This is an optimization exercise on Yosys and OpenROAD, whose aim is a short achievable clock period and few clock cycles, not a production implementation. In this exercise RTL edits were held to simulation tests only and were not proved equivalent to the original. Power figures rest on the tool's default switching activity, not on a simulated workload.

### flow/design.v
package common_pkg;
    parameter INSTRUCTION_WIDTH                 = 32;
    parameter RISC_V_DATA_WIDTH                 = 64;
    parameter REGISTER_FILE_NUM                 = 32;
    parameter REGISTER_FILE_ADDRESS_WIDTH       = 5;
    parameter INSTRUCTION_MEMORY_DEPTH          = 256;
    parameter INSTRUCTION_MEMORY_ADDRESS_WIDTH  = 8;
    parameter DATA_MEMORY_ADDRESS_WIDTH = 9;
    parameter DATA_MEMORY_ROM_DEPTH = 256;
    parameter DATA_MEMORY_RAM_DEPTH = 256;
    typedef enum logic [2:0] {
        AND = 3'b000,
        OR  = 3'b001,
        ADD = 3'b010,
        SUB = 3'b110
    } ALU_ctrl_t;
    typedef enum logic [6:0] {
        LOAD    = 7'b0000011,
        STORE   = 7'b0100011,
        ARITH   = 7'b0110011,
        BRANCH  = 7'b1100011
    } opcode_t;
endpackage
import common_pkg::*;
module register_file (
    input  logic                                       clk,
    input  logic                                       rst,
    input  logic [REGISTER_FILE_ADDRESS_WIDTH - 1 : 0] reg_num_r0,
    input  logic [REGISTER_FILE_ADDRESS_WIDTH - 1 : 0] reg_num_r1,
    input  logic [REGISTER_FILE_ADDRESS_WIDTH - 1 : 0] reg_num_w,
    output logic [RISC_V_DATA_WIDTH - 1 : 0]           r_data_0,
    output logic [RISC_V_DATA_WIDTH - 1 : 0]           r_data_1,
    input  logic [RISC_V_DATA_WIDTH - 1 : 0]           w_data,
    input  logic                                       ctrl_reg_w,
    output logic [15:0]                                debug
);
    logic [RISC_V_DATA_WIDTH - 1 : 0] RF [0 : REGISTER_FILE_NUM - 1];
    assign r_data_0 = RF[reg_num_r0];
    assign r_data_1 = RF[reg_num_r1];
    assign debug    = RF[31][15:0];
    always_ff @(posedge clk or posedge rst) begin
        if (rst) begin
            for (int i = 0; i < REGISTER_FILE_NUM; i = i + 1) RF[i] <= RISC_V_DATA_WIDTH'('b0);
        end else if (ctrl_reg_w) begin
            RF[reg_num_w] <= w_data;
        end
    end
endmodule
import common_pkg::*;
module top (
    clk,
    rst,
    imem_addr,
    imem_data,
    dmem_addr,
    dmem_wdata,
    dmem_we,
    dmem_re,
    dmem_rdata,
    debug
);
input   logic           clk;
input   logic           rst;
output  logic [INSTRUCTION_MEMORY_ADDRESS_WIDTH - 1 : 0] imem_addr;
input   logic [INSTRUCTION_WIDTH - 1 : 0]                imem_data;
output  logic [DATA_MEMORY_ADDRESS_WIDTH - 1 : 0]        dmem_addr;
output  logic [RISC_V_DATA_WIDTH - 1 : 0]                dmem_wdata;
output  logic                                            dmem_we;
output  logic                                            dmem_re;
input   logic [RISC_V_DATA_WIDTH - 1 : 0]                dmem_rdata;
output  logic [15:0]    debug;
localparam logic [6:0] OP_LOAD = 7'b0000011, OP_STORE = 7'b0100011,
                       OP_ARITH = 7'b0110011, OP_BRANCH = 7'b1100011;
logic [7:0]  pc;             
logic        d_valid;        
logic [4:0]  d_rd;
logic        d_ld, d_st, d_wen;
logic        d_arith;        
logic        d_sub;
logic        d_or;
logic [8:0]  d_imm;          
logic        d_check;        
logic        d_pred;         
logic [7:0]  d_alt;          
logic [63:0] d_r1, d_r2;     
logic        d_fx1, d_fx2;   
logic        d_fw1, d_fw2;   
logic        x_ld, x_st, x_wen;
logic        x_ldsel;        
logic        x_arith;
logic        x_cin;
logic [4:0]  x_rd;
logic [63:0] x_a, x_bx;      
logic [63:0] x_lg;           
logic [8:0]  x_addr;
logic [63:0] x_wdata;
logic        w_en;           
logic [4:0]  w_rd;
logic [63:0] w_val;
wire [31:0] f_ir   = imem_data;
wire [6:0]  f_opc  = f_ir[6:0];
wire [4:0]  f_rs1  = f_ir[19:15];
wire [4:0]  f_rs2  = f_ir[24:20];
wire [2:0]  f_f3   = f_ir[14:12];
wire [6:0]  f_f7   = f_ir[31:25];
wire        f_ld   = (f_opc == OP_LOAD);
wire        f_st   = (f_opc == OP_STORE);
wire        f_ar   = (f_opc == OP_ARITH);
wire        f_br   = (f_opc == OP_BRANCH);
wire        f_add  = (f_f7 == 7'b0000000) && (f_f3 == 3'b000);
wire        f_sub  = (f_f7 == 7'b0100000) && (f_f3 == 3'b000);
wire        f_or   = (f_f7 == 7'b0000000) && (f_f3 == 3'b110);
wire        f_same = (f_rs1 == f_rs2);
wire        f_pred = f_br & (f_same | f_ir[31]);
wire [7:0]  f_seq  = pc + 8'd1;
wire [7:0]  f_tgt  = pc + {f_ir[27:25], f_ir[11:8], 1'b0};
wire f_fx1 = d_valid & d_wen & (d_rd == f_rs1);
wire f_fx2 = d_valid & d_wen & (d_rd == f_rs2);
wire f_fw1 = x_wen & (x_rd == f_rs1);
wire f_fw2 = x_wen & (x_rd == f_rs2);
wire [64:0] x_sum65 = {x_a, 1'b1} + {x_bx, x_cin};
wire [63:0] x_sum   = x_sum65[64:1];
wire [63:0] x_alu   = x_arith ? x_sum : x_lg;
wire [63:0] x_res   = x_ldsel ? dmem_rdata : x_alu;
assign imem_addr  = pc;
assign dmem_addr  = x_addr;
assign dmem_wdata = x_wdata;
assign dmem_we    = x_st;
assign dmem_re    = x_ld;
logic [63:0] rf1, rf2;
register_file register_file (
    .clk(clk),
    .rst(rst),
    .reg_num_r0(f_rs1),
    .reg_num_r1(f_rs2),
    .reg_num_w(x_rd),
    .r_data_0(rf1),
    .r_data_1(rf2),
    .w_data(x_res),
    .ctrl_reg_w(x_wen),
    .debug(debug));
wire [63:0] b1 = d_fw1 ? w_val : d_r1;    
wire [63:0] b2 = d_fw2 ? w_val : d_r2;
wire [63:0] v1 = d_fx1 ? x_res : b1;
wire [63:0] v2 = d_fx2 ? x_res : b2;
wire [63:0] z    = d_fx1 ? b2 : b1;
wire [63:0] k    = x_a ^ x_bx ^ z;
wire [62:0] co   = (x_a[62:0] & x_bx[62:0]) | (x_a[62:0] & k[62:0]) | (x_bx[62:0] & k[62:0]);
wire        e_sum = (k[0] == x_cin) && (co == k[63:1]);
wire        e_x  = x_ldsel ? (dmem_rdata == z) : (x_arith ? e_sum : (x_lg == z));
wire        e_0  = (b1 == b2);
wire        d_eq = (d_fx1 | d_fx2) ? e_x : e_0;
wire        d_misp = d_valid & d_check & (d_eq ^ d_pred);
always_ff @(posedge clk or posedge rst) begin
    if (rst) begin
        pc      <= 8'd0;
        d_valid <= 1'b0;
        x_ld    <= 1'b0;
        x_st    <= 1'b0;
        x_wen   <= 1'b0;
        w_en    <= 1'b0;
    end else begin
        pc      <= d_misp ? d_alt : (f_pred ? f_tgt : f_seq);
        d_valid <= ~d_misp;
        x_ld    <= d_valid & d_ld;
        x_st    <= d_valid & d_st;
        x_wen   <= d_valid & d_wen;
        w_en    <= x_wen;
    end
end
always_ff @(posedge clk) begin
    d_rd    <= f_ir[11:7];
    d_ld    <= f_ld;
    d_st    <= f_st;
    d_wen   <= f_ld | f_ar;
    d_arith <= f_add | f_sub;
    d_sub   <= f_sub;
    d_or    <= f_or;
    d_imm   <= f_st ? {f_ir[28:25], f_ir[11:7]} : f_ir[28:20];
    d_check <= f_br & ~f_same;
    d_pred  <= f_pred;
    d_alt   <= f_pred ? f_seq : f_tgt;
    d_r1    <= rf1;
    d_r2    <= rf2;
    d_fx1   <= f_fx1;
    d_fx2   <= f_fx2;
    d_fw1   <= f_fw1 & ~f_fx1;
    d_fw2   <= f_fw2 & ~f_fx2;
    x_rd    <= d_rd;
    x_ldsel <= d_ld;
    x_arith <= d_arith;
    x_cin   <= d_sub;
    x_a     <= v1;
    x_bx    <= d_sub ? ~v2 : v2;
    x_lg    <= d_or ? (v1 | v2) : (v1 & v2);
    x_addr  <= v1[8:0] + d_imm;
    x_wdata <= v2;
    w_rd    <= x_rd;
    w_val   <= x_res;
end
endmodule
### flow/flow/run.sh
#!/bin/bash
# The standard layout (the standard.sh, with the standard synthesis unchanged), except:
#  - timing repair aims for more setup slack than the 13.5 ns clock needs, so that the
#    achieved period shrinks;
#  - every input and output port still gets its own buffer, but a plain buffer
#    (buf_4, which the resizer may resize) instead of the default delay cell.
set -euo pipefail
export SETUP_SLACK_MARGIN="${OWN_SETUP_MARGIN:-9}"
export BUFFER_PORTS_ARGS="-buffer_cell sky130_fd_sc_hd__buf_4"
bash standard.sh > standard_flow.log 2>&1
### flow/standard.sh
#!/bin/bash
# synth_recipe.tcl (not shown) runs the flow's synth.tcl, then flattens the netlist and writes it again
# the make line also repeats each setting of config.mk as NAME=value (left out here)
make -C /OpenROAD-flow-scripts/flow DESIGN_CONFIG=/design/flow/config.mk WORK_HOME=/design/flow/orfs CLKGATE_MAP_FILE= SYNTH_SCRIPT=/design/flow/synth_recipe.tcl "${@:-finish}"
### flow/config.mk
export PLATFORM = sky130hd
export DESIGN_NAME = top
export DESIGN_NICKNAME = top
export VERILOG_FILES = /design/flow/design.v
export SDC_FILE = /design/flow/constraint.sdc
export NUM_CORES = 4
export LEC_CHECK = 0
export CAP_MARGIN = 20
export CORE_MARGIN = 2
export CORE_UTILIZATION = 30
export PLACE_DENSITY = 0.4
export SLEW_MARGIN = 20
### flow/constraint.sdc
create_clock -name core_clock -period 13.5 [get_ports {clk}]
set_input_delay 2.7000 -clock core_clock [delete_from_list [all_inputs] [get_ports {clk}]]
set_output_delay 2.7000 -clock core_clock [all_outputs]
set_load 0.01 [all_outputs]
==> flow_summary.yaml, run 1 <==
status:
  status: "no timing/DRC/antenna violations"
sta:
  slew_viol_final: 0
  fin_tns_setup_ns: 0
  fin_crit_sh_pct: 34.7
  max_clock_freq_mhz: 214
  timing.hold.ws_ns: 0.330
  rsz0062_at_grt: "yes"
  min_period_ns: 4.68
  finClkSkew_ns: 0.0704
  hold_violations: 0
  setup_viol: 0
  worst_slew_pin_slew_ns: 1.27
  relSlewSlack_pct: 15.6
yosys:
  yosysTopAreaCell: "dfrtp_1"
  synth_common_cells: "nand2_1 (2236), o21ai_0 (2149), dfrtp_1 (2060)"
  synthDistinctLibCells: 82
  synth_cells: 12900
  yosys-top-cells-area: "dfrtp_1 (42%), o21ai_0 (8.8%), dfxtp_1 (8.2%), nand2_1 (6.9%), a221oi_1 (4.7%)"
  synth_edf_count: 0
  synth_warnings: 3
  synth-seq-cells: 2559
  synth_seq_area_share_pct: 50.4
  async_flop_share_pct: 80.5
  synth_nets: 13100
  yosysMostFrequentCell: "nand2_1"
  syn_area_um2: 122000
  ys.flop_type: "dfrtp_1"
  netlist.area_leader.share_pct: 42.2
  avgSynthCellArea_um2: 9.47
layout:
  fin_nets: 12900
  syn_to_final_growth_pct: 18.0
  drive_above_1_share_pct: 12.2
clock_network:
  hold_buffers: 0
  cts.clk_slew.worst_paths_ns: 0.06
  clk_latency_ns: 0.98
  cts_buffer_depth: 4
  htree_levels: 5
  clock-root-buffer: "clkbuf_16"
  cts_buffers: 316
  clock-sinks: 2559
  cts_tree: "done"
floorplanning:
  rows: 234
  die_height_um: 642
  start_util_pct: 30.1
  core_area_um2: 406000
  die_width_um: 642
  dieArea_um2: 412000
  io_pins: 197
power_and_ir_drop:
  power_density_nw_per_um2: 161
  p_leak_uw: 0.0621
  vdd_drop_max_mv: 0.107
  total_power_uw: 23100
routing:
  via_per_inst: 6.49
  drc: 0
  routed_wl_um: 802000
  firstDrtPassIters: 12
  vias: 119000
  wl_per_cell_um: 43.6
  drt_iter0_drc: 19400
  final_antenna_net_count: 0
global_route:
  grt.total_usage_pct: 37.4
  grt_pass1_wl_um: 1060000
  antenna_found_initial: 62
  grt_overflow: 0
  grt_pass1_vias: 112000
  grt_start_max_net_pins: 163
critical_path:
  worstRegToRegCells: 13
  path_max_fanout: 27
  r2r_setup_slack_ns: 8.93
  r2r-end: "x_bx[38]"
  startpoint: "imem_data[15]"
  startpoint_type: "input pin"
  worst_setup_path_end_kind: "flip-flop"
  crit_type: "in2reg"
  r2r_start: "x_a[4]"
  cp.required_ns: 14.33
  worst_ep_arrival_time_ns: 5.51
min_path:
  worstHoldStart: "d_arith"
  hold_path_depth: 0
  min_path_type: "reg2reg"
  min_to: "x_arith"
flow_run:
  max-cap-violations: 0
placement:
  dpl.hpwl_um: 462000
  gp_congestion: 1.02
  numPortBuffers: 196
[cells in the final DEF, fill, tap and decap left out, types with 78 or more instances in the layout]
cell       netlist  layout
buf_4           21     478
xnor2_1        203     186
a22oi_1        646     645
a22o_1         650     650
o32a_1         128     122
a221oi_1       653     651
mux2i_1        242     196
o21ai_0       2149    2148
nor2_1         205     135
clkbuf_16        0     328
ha_1            79      78
a21oi_1        369     330
inv_1          169     165
nand3_1        174     164
dfrtp_1       2060    2059
nand4_1        311     311
dfxtp_1        499     463
xor2_1         222     212
nand2_1       2236    2209
[timing repair]
| action | in CTS | in global routing |
|---|---|---|
| pin swaps | 38 | 18 |
| hold endpoints to repair | 0 | 0 |
| resized for setup | 262 | 123 |
| setup endpoints to repair | 1349 | 879 |
| cloned | 8 | 6 |
| setup buffers | 68 | 30 |
[critical path, stage by stage]
cell	delay, ns
buf_4	0.17
or3b_2	0.61
nor2_4	0.13
buf_8	0.44
buf_12	0.42
a22o_1	0.22
a221oi_1	0.09
nand4_1	0.23
o32a_4	0.40
[registers in the layout, summed over array words and instances, names as in the netlist, 64 cells and up]
signal	flops
x_wdata	64
x_lg	64
d_r2	64
d_r1	64
register_file.RF	2048
w_val	64
x_a	64
x_bx	64
[final cells by class]
cell class | count | area (um^2)
fill | 41000 | 262000
sequential | 2559 | 61600
multi-input combinational | 8951 | 57600
clock buffer | 461 | 9230
tap | 5428 | 6790
timing repair buffer | 649 | 6480
clock inverter | 117 | 1630
inverter | 171 | 661
antenna | 56 | 140
[how the worst max path moves through the flow]
| stage | end | cells after the start |
|---|---|---|
| final | d_r1[5] | 9 |
| after global routing | pc[0] | 10 |
| after CTS | x_bx[42] | 13 |
| after detailed placement | d_r1[5] | 8 |
| after global placement | d_r2[5] | 7 |
| after floorplan | d_valid | 1 |
[metal layers]
| layer | up-vias | global-route usage (%) | routed length, um |
|---|---|---|---|
| li1 | 46900 | - | - |
| met1 | 60100 | 47.6 | 312000 |
| met2 | 9475 | 55.0 | 335000 |
| met3 | 2759 | 12.0 | 91900 |
| met4 | 43 | 23.2 | 61200 |
| met5 | - | 0.289 | 1040 |
[per-stage QoR]
stage | worst slack [ns] | area (um^2) | util (%) | std cells
2_1_floorplan | -17.80 | 122000 | - | 12900
3_3_place_gp | 6.79 | 130000 | 32.0 | 17600
3_5_place_dp | 6.85 | 130000 | 32.1 | 17600
4_1_cts | 8.93 | 143000 | 35.2 | 18300
5_1_grt | 8.97 | 144000 | 35.5 | 18300
6_report | 8.82 | 144000 | 35.5 | 18400
[power by group]
group	internal (uW)	total, uW	switching, uW
clock	5420	9180	3760
combinational	1560	5040	3480
sequential	8160	8930	765
total	15100	23100	8000
[cell families after synthesis]
group	synth area share, %
compound gates	26.6
simple gates	11.1
flops	50.4
buf+inv	4.39
xor+xnor	3.05
mux	2.41
fa+ha+maj	2.15
Testbench counts, summed over its fixed seeds: cycles 15,899.
==> inputs of run 2 (changes only) <==
--- a/flow/design.v
+++ b/flow/design.v
@@ -85,4 +85,5 @@
 logic [63:0] d_r1, d_r2;     
-logic        d_fx1, d_fx2;   
-logic        d_fw1, d_fw2;   
+logic        d_fx1, d_fw1, d_fv1, d_fr1;
+logic        d_fx2, d_fw2, d_fv2, d_fr2;
+logic        d_zw, d_zv, d_zr1, d_zr2;
 logic        x_ld, x_st, x_wen;
@@ -99,2 +100,5 @@
 logic [63:0] w_val;
+logic        w2_en;          
+logic [4:0]  w2_rd;
+logic [63:0] w2_val;
 wire [31:0] f_ir   = imem_data;
@@ -120,2 +124,10 @@
 wire f_fw2 = x_wen & (x_rd == f_rs2);
+wire f_fv1 = w_en & (w_rd == f_rs1);
+wire f_fv2 = w_en & (w_rd == f_rs2);
+wire f_s1w = ~f_fx1 & f_fw1;
+wire f_s1v = ~f_fx1 & ~f_fw1 & f_fv1;
+wire f_s1r = ~f_fx1 & ~f_fw1 & ~f_fv1;
+wire f_s2w = ~f_fx2 & f_fw2;
+wire f_s2v = ~f_fx2 & ~f_fw2 & f_fv2;
+wire f_s2r = ~f_fx2 & ~f_fw2 & ~f_fv2;
 wire [64:0] x_sum65 = {x_a, 1'b1} + {x_bx, x_cin};
@@ -135,13 +147,14 @@
     .reg_num_r1(f_rs2),
-    .reg_num_w(x_rd),
+    .reg_num_w(w_rd),
     .r_data_0(rf1),
     .r_data_1(rf2),
-    .w_data(x_res),
-    .ctrl_reg_w(x_wen),
+    .w_data(w_val),
+    .ctrl_reg_w(w_en),
     .debug(debug));
-wire [63:0] b1 = d_fw1 ? w_val : d_r1;    
-wire [63:0] b2 = d_fw2 ? w_val : d_r2;
-wire [63:0] v1 = d_fx1 ? x_res : b1;
-wire [63:0] v2 = d_fx2 ? x_res : b2;
-wire [63:0] z    = d_fx1 ? b2 : b1;
+wire [63:0] b1 = ({64{d_fw1}} & w_val) | ({64{d_fv1}} & w2_val) | ({64{d_fr1}} & d_r1);
+wire [63:0] b2 = ({64{d_fw2}} & w_val) | ({64{d_fv2}} & w2_val) | ({64{d_fr2}} & d_r2);
+wire [63:0] v1 = ({64{d_fx1}} & x_res) | b1;
+wire [63:0] v2 = ({64{d_fx2}} & x_res) | b2;
+wire [63:0] z    = ({64{d_zw}} & w_val) | ({64{d_zv}} & w2_val) |
+                   ({64{d_zr1}} & d_r1) | ({64{d_zr2}} & d_r2);
 wire [63:0] k    = x_a ^ x_bx ^ z;
@@ -161,2 +174,3 @@
         w_en    <= 1'b0;
+        w2_en   <= 1'b0;
     end else begin
@@ -168,2 +182,3 @@
         w_en    <= x_wen;
+        w2_en   <= w_en;
     end
@@ -185,5 +200,13 @@
     d_fx1   <= f_fx1;
+    d_fw1   <= f_s1w;
+    d_fv1   <= f_s1v;
+    d_fr1   <= f_s1r;
     d_fx2   <= f_fx2;
-    d_fw1   <= f_fw1 & ~f_fx1;
-    d_fw2   <= f_fw2 & ~f_fx2;
+    d_fw2   <= f_s2w;
+    d_fv2   <= f_s2v;
+    d_fr2   <= f_s2r;
+    d_zw    <= f_fx1 ? f_s2w : f_s1w;
+    d_zv    <= f_fx1 ? f_s2v : f_s1v;
+    d_zr1   <= ~f_fx1 & f_s1r;
+    d_zr2   <= f_fx1 & f_s2r;
     x_rd    <= d_rd;
@@ -199,2 +222,4 @@
     w_val   <= x_res;
+    w2_rd   <= w_rd;
+    w2_val  <= w_val;
 end
--- a/flow/flow/run.sh
+++ b/flow/flow/run.sh
@@ -5,6 +5,10 @@
 #  - every input and output port still gets its own buffer, but a plain buffer
-#    (buf_4, which the resizer may resize) instead of the default delay cell.
+#    (buf_4, which the resizer may resize) instead of the default delay cell;
+#  - after global routing, antennas are repaired once more with a ratio margin.
+# ORFS writes each step's full log under orfs/logs/; make's own output goes to
+# standard_flow.log here.
 set -euo pipefail
-export SETUP_SLACK_MARGIN="${OWN_SETUP_MARGIN:-9}"
+export SETUP_SLACK_MARGIN="${OWN_SETUP_MARGIN:-9.2}"
 export BUFFER_PORTS_ARGS="-buffer_cell sky130_fd_sc_hd__buf_4"
+export POST_GLOBAL_ROUTE_TCL="$PWD/flow/antenna_margin.tcl"
 bash standard.sh > standard_flow.log 2>&1
==> flow/flow/antenna_margin.tcl (new file) <==
# Sourced after global routing (POST_GLOBAL_ROUTE_TCL): repair antennas once more with a
# ratio margin, so that fewer antenna violations are left for the loop of repairs and
# full re-routes after detailed routing.
repair_antennas -ratio_margin 20 -iterations 3
check_antennas
==> flow_summary.yaml, run 2 <==
routing:
  via_per_inst: 6.79
  final_antenna_net_count: 0
  routed_wl_um: 800000
  wl_per_cell_um: 47.9
  vias: 113000
  firstDrtPassIters: 15
  drt_iter0_drc: 19200
  drc: 0
placement:
  dpl.hpwl_um: 453000
  place_area_um2: 136000
  gp_congestion: 0.988
  pre_cts_slack_ns: 6.93
  numPortBuffers: 196
  place_inst: 15900
clock_network:
  cts.clk_slew.worst_paths_ns: 0.06
  hold_buffers: 0
  clock-sinks: 2637
  clock-root-buffer: "clkbuf_16"
  post-cts-setup-buffer-count: 98
  cts_buffer_depth: 4
  cts_buffers: 322
  post_cts_resized: 373
  clk_latency_ns: 0.99
  htree_levels: 5
  cts_tree: "done"
layout:
  fill_cells: 41300
  final_area_um2: 151000
  syn_to_final_growth_pct: 18.3
  seqCellArea_um2: 63200
  top_register: "register_file.RF"
  fin_nets: 11000
  final_cell_mix: "mux2_2 (2059), dfrtp_1 (2039), a22oi_1 (776), a22o_1 (650), a221oi_1 (643)"
  multiInputGateArea_um2: 61200
  largest_reg_flops: 2048
  final_common_cell: "mux2_2"
  stdcell_count: 16700
  drive_above_1_share_pct: 32.9
power_and_ir_drop:
  p_leak_uw: 0.0672
  p_clk_share_pct: 50.2
  power_density_nw_per_um2: 120
  total_power_uw: 18000
  p_sw_uw: 4580
  switching_share_pct: 25.4
  intPower_uw: 13400
  power_frac_comb_pct: 5.5
  pwr-share-seq_pct: 44.3
  vdd_drop_max_mv: 0.110
yosys:
  yosysTopAreaCell: "dfrtp_1"
  synth_nets: 10900
  async_flop_share_pct: 78.2
  synth-seq-cells: 2637
  synthDistinctLibCells: 92
  synth_warnings: 3
  yosysMostFrequentCell: "dfrtp_1"
  netlist.area_leader.share_pct: 40.5
  synth_common_cells: "dfrtp_1 (2061), mux2_2 (2059), clkbuf_1 (857)"
  avgSynthCellArea_um2: 11.9
  synth_seq_area_share_pct: 49.6
  synth_cells: 10700
  yosys-top-cells-area: "dfrtp_1 (41%), mux2_2 (18%), dfxtp_1 (9.1%), a22oi_1 (4.6%), a221oi_1 (4.5%)"
  ys.flop_type: "dfrtp_1"
  syn_area_um2: 127000
  synth_edf_count: 0
sta:
  slew_viol_final: 0
  min_period_ns: 4.47
  fin_tns_setup_ns: 0
  fin_crit_sh_pct: 33.1
  layout_setup_ws_ns: 9.03
  hold_violations: 0
  worst_slew_pin_slew_ns: 1.35
  relSlewSlack_pct: 10.2
  finClkSkew_ns: 0.0508
  max_clock_freq_mhz: 224
  setup_viol: 0
floorplanning:
  dieArea_um2: 430000
  rows: 239
  die_width_um: 656
  die_height_um: 656
  start_util_pct: 30.1
  core_area_um2: 423000
  io_pins: 197
critical_path:
  path_max_fanout: 21
  startpoint_type: "flip-flop"
  cp.required_ns: 14.36
  worst_ep_arrival_time_ns: 5.32
  worst_setup_path_end_kind: "flip-flop"
  crit_type: "reg2reg"
status:
  status: "no timing/DRC/antenna violations"
flow_run:
  max-cap-violations: 0
global_route:
  grt_overflow: 0
  grt_pass1_vias: 109000
  antenna_found_initial: 44
  grt.total_usage_pct: 35.7
  grt_pass1_wl_um: 1050000
  grt_start_max_net_pins: 167
min_path:
  min_path_type: "reg2reg"
-- run 2: cell types whose count changed in the layout (fill, tap and decap cells not counted), moves of 67 or more --
cell / previous run / this run
o21ai_0: 2148 / 87
dfxtp_1: 463 / 531
a222oi_1: 13 / 116
nand2_1: 2209 / 337
mux2i_1: 196 / 34
a21oi_1: 330 / 263
a22oi_1: 645 / 776
mux2_2: 45 / 2059
-- run 2: worst max-delay path: stages, from the launching register on --
cell and delay [ns]:
dfxtp_4 0.40, buf_4 0.20, bufbuf_16 0.32, a22oi_1 0.24
nand2_2 0.19, fa_1 0.55, xor2_1 0.21, nand4_1 0.34
nor4_4 0.36, nand4_1 0.20, nor4_4 0.37, nor3_4 0.14
xnor2_2 0.20, and3_4 0.29, mux2_4 0.31
-- run 2: metal layers --
metal | vias up | share of wire, % | wire length (um) | GRT usage, %
li1 | 41500 | - | - | -
met3 | 2827 | 12 | 93200 | 11.8
met5 | - | 0.055 | 438 | 0.521
met4 | 28 | 7.7 | 61600 | 22.3
met1 | 59400 | 38 | 307000 | 45.0
met2 | 9658 | 42 | 337000 | 52.3
-- run 2: stage by stage --
step	util, %	hold WS [ns]
after detailed placement	32.1	0.327
final	35.6	0.346
after floorplan	-	0.310
after CTS	35.3	0.347
after global placement	32.1	0.321
-- run 2: final cells by class --
class,instances,area share (%)
tap,5663,4.70
antenna,63,0.105
inverter,200,0.501
multi-input combinational,6859,40.7
clock buffer,485,6.31
clock inverter,102,0.771
sequential,2637,42.0
timing repair buffer,689,4.96
-- run 2: power by group through the flow --
stage	clock network [uW]	registers, uW	logic, uW
finish	9060	7990	984
CTS	9130	7980	939
detailed placement	0	8140	854
global placement	0	8140	849
floorplan	0	8150	401
-- run 2: worst paths after layout --
kind / startpoint / end / slack (ns) / cells past startpoint
worst max-delay path: d_zr1 / pc[2] / 9.03 / 14
worst min-delay path: d_arith / x_arith / 0.35 / 0
worst max register to register: d_zr1 / pc[2] / 9.03 / 14
worst min register to register: d_arith / x_arith / 0.35 / 0
max in group asynchronous: rst / register_file.RF[17][63] / 9.45 / 5
min in group asynchronous: rst / register_file.RF[18][8] / 1.77 / 2
-- run 2: logic make-up after synthesis --
kind of cell | count (synthesis) | share of synthesized area [%]
adder cells (fa/ha/maj) | 190 | 2.17
buffers and inverters | 1194 | 3.61
multiplexers | 2101 | 18.6
XOR/XNOR | 386 | 2.65
AO/OA/AOI/OAI | 2946 | 18.6
AND/OR/NAND/NOR | 1235 | 4.88
flip-flops | 2637 | 49.6
Testbench counts of run 2, summed over its fixed seeds: cycles 15,899.
==> inputs of run 3 (changes only) <==
--- a/flow/config.mk
+++ b/flow/config.mk
@@ -11,2 +11,2 @@
 export PLACE_DENSITY = 0.4
-export SLEW_MARGIN = 20
+export SLEW_MARGIN = 35
==> flow_summary.yaml, run 3 <==
yosys:
  synth_cells: 10700
  synth_warnings: 3
  avgSynthCellArea_um2: 11.9
  synth_common_cells: "dfrtp_1 (2061), mux2_2 (2059), clkbuf_1 (857)"
  synth-seq-cells: 2637
  synth_nets: 10900
  synth_seq_area_share_pct: 49.6
  synth_edf_count: 0
  yosysTopAreaCell: "dfrtp_1"
  syn_area_um2: 127000
  netlist.area_leader.share_pct: 40.5
  synthDistinctLibCells: 92
  async_flop_share_pct: 78.2
  yosysMostFrequentCell: "dfrtp_1"
  ys.flop_type: "dfrtp_1"
  yosys-top-cells-area: "dfrtp_1 (41%), mux2_2 (18%), dfxtp_1 (9.1%), a22oi_1 (4.6%), a221oi_1 (4.5%)"
sta:
  setup_viol: 0
  worst_slew_pin_slew_ns: 1.29
  fin_crit_sh_pct: 33.7
  min_period_ns: 4.55
  max_clock_freq_mhz: 220
  layout_setup_ws_ns: 8.95
  fin_tns_setup_ns: 0
  timing.hold.ws_ns: 0.345
  hold_violations: 0
  slew_viol_final: 0
  relSlewSlack_pct: 13.8
  finClkSkew_ns: 0.0860
clock_network:
  clk_latency_ns: 1.00
  cts.clk_slew.worst_paths_ns: 0.06
  post-cts-setup-buffer-count: 88
  htree_levels: 5
  clock-sinks: 2637
  hold_buffers: 0
  post_cts_resized: 331
  cts_tree: "done"
  cts_buffer_depth: 4
  clock-root-buffer: "clkbuf_16"
  cts_buffers: 324
critical_path:
  crit_type: "reg2reg"
  critPathSlowestCell: "fa_1"
  worst_setup_path_end_kind: "flip-flop"
  cp.required_ns: 14.37
  startpoint: "d_zr1"
  worstRegToRegCells: 14
  setup.worst_path.end: "pc[6]"
  r2r-end: "pc[6]"
  path_max_fanout: 6
  startpoint_type: "flip-flop"
  worst_ep_arrival_time_ns: 5.42
  r2r_start: "d_zr1"
  worstPathCellList: "buf_16 -> buf_4 -> a22oi_1 -> nand2_1 -> fa_1 -> xor2_1 -> nand4_1 -> nor4_4 -> nand4_1 -> nor4_4 -> nor3_4 -> xnor2_2 -> and3_4 -> mux2_4"
  r2r_setup_slack_ns: 8.95
  critPathMaxStageDelay_ns: 0.65
layout:
  final_cell_mix: "mux2_2 (2059), dfrtp_1 (2041), a22oi_1 (776), a22o_1 (650), a221oi_1 (638)"
  fin_nets: 11000
  drive_above_1_share_pct: 33.1
  fill_cells: 41400
  largest_reg_flops: 2048
  syn_to_final_growth_pct: 19.2
  top_register: "register_file.RF"
  final_common_cell: "mux2_2"
routing:
  final_antenna_net_count: 0
  vias: 113000
  drt_iter0_drc: 19000
  firstDrtPassIters: 16
  routed_wl_um: 797000
  drc: 0
  via_per_inst: 6.74
  wl_per_cell_um: 47.6
placement:
  gp_congestion: 0.988
  pre_cts_slack_ns: 6.94
  numPortBuffers: 196
  dpl.hpwl_um: 460000
global_route:
  grt_pass1_vias: 108000
  antenna_found_initial: 52
  grt_start_max_net_pins: 167
  grt_overflow: 0
  grt_pass1_wl_um: 1040000
  grt.total_usage_pct: 35.4
floorplanning:
  io_pins: 197
  dieArea_um2: 430000
  rows: 239
  start_util_pct: 30.1
  core_area_um2: 423000
  die_width_um: 656
  die_height_um: 656
power_and_ir_drop:
  p_leak_uw: 0.0677
  power_density_nw_per_um2: 120
  vdd_drop_max_mv: 0.0929
status:
  status: "no timing/DRC/antenna violations"
flow_run:
  max-cap-violations: 0
min_path:
  min_path_type: "reg2reg"
run 3: stage by stage:
stage	instance area [um^2]	util [%]	power, uW	std cells
floorplan	127000	-	8550	10700
detailed placement	137000	32.3	9000	15900
global placement	136000	32.1	8990	15900
finish	152000	35.9	18200	16700
CTS	150000	35.5	18200	16600
run 3: kinds of logic after synthesis:
group,synth area share (%)
adders and majority gates,2.17
and+or+nand+nor,4.88
AOI/OAI and AO/OA,18.6
DFF,49.6
xor gates and xnor gates,2.65
buffers and inverters,3.61
muxes,18.6
run 3: layout make-up:
type	instances	area [um^2]	share of cell area (%)
multi-input cells	6860	61300	40.4
repair buffers	721	8400	5.53
flip-flops and latches	2637	63200	41.6
diodes	63	158	0.104
well taps	5663	7090	4.67
inverters	200	757	0.499
clock buffers	492	9640	6.35
clock inverters	98	1260	0.833
run 3: how the worst min path moves through the flow:
stage | from | cells after the start | to
after CTS | d_ld | 0 | x_ldsel
after detailed placement | d_arith | 0 | x_arith
after floorplan | d_arith | 0 | x_arith
after global placement | d_arith | 0 | x_arith
final | d_ld | 0 | x_ldsel
run 3: worst max-delay path: cells and delay by family, from the launching register on:
family          cells  cell delay, ns
fa+ha+maj           1            0.65
compound gates      1            0.22
simple gates        7            2.12
buf+inv             2            0.34
xor+xnor            2            0.36
flops               1            0.40
mux                 1            0.31
run 3: layer usage:
layer | global-route usage [%] | wire length, um
met3 | 12.0 | 95500
met5 | 0.465 | 650
met4 | 21.9 | 60400
met1 | 44.6 | 304000
met2 | 52.0 | 337000
run 3: power breakdown:
group	internal (uW)	switching, uW
Combinational	285	706
Clock	5390	3800
Sequential	7930	59.1

==> separate check: timing with driven ports <==
Ports are ideal in the flow. The routed layouts listed here were re-timed in OpenROAD. Step 1 assumes that a clkbuf_16 drives the clock port and a buf_2 every other input. Step 2 adds t to the input delays and takes it off the output delays; t is the mean of the earliest and latest rising clock arrival at the registers after step 1. Input paths then give back, and output paths get back, about the clock's delay inside the block. a / b / c = ideal / step 1 / step 2; a / b = the first two.
run	t, ns	setup slack, ns	worst setup path at the end
run 1	1.062	8.817 / 8.779 / 7.716	input to register
run 2	1.082	9.034 / 9.016 / 7.934	input to register
run 3	1.075	8.954 / 8.954 / 7.959	input to register
After both steps setup and hold are still met in every run listed. The setup slack of run 1, which loses most, moves by -0.038 ns with the drivers and by -1.101 ns with both steps.
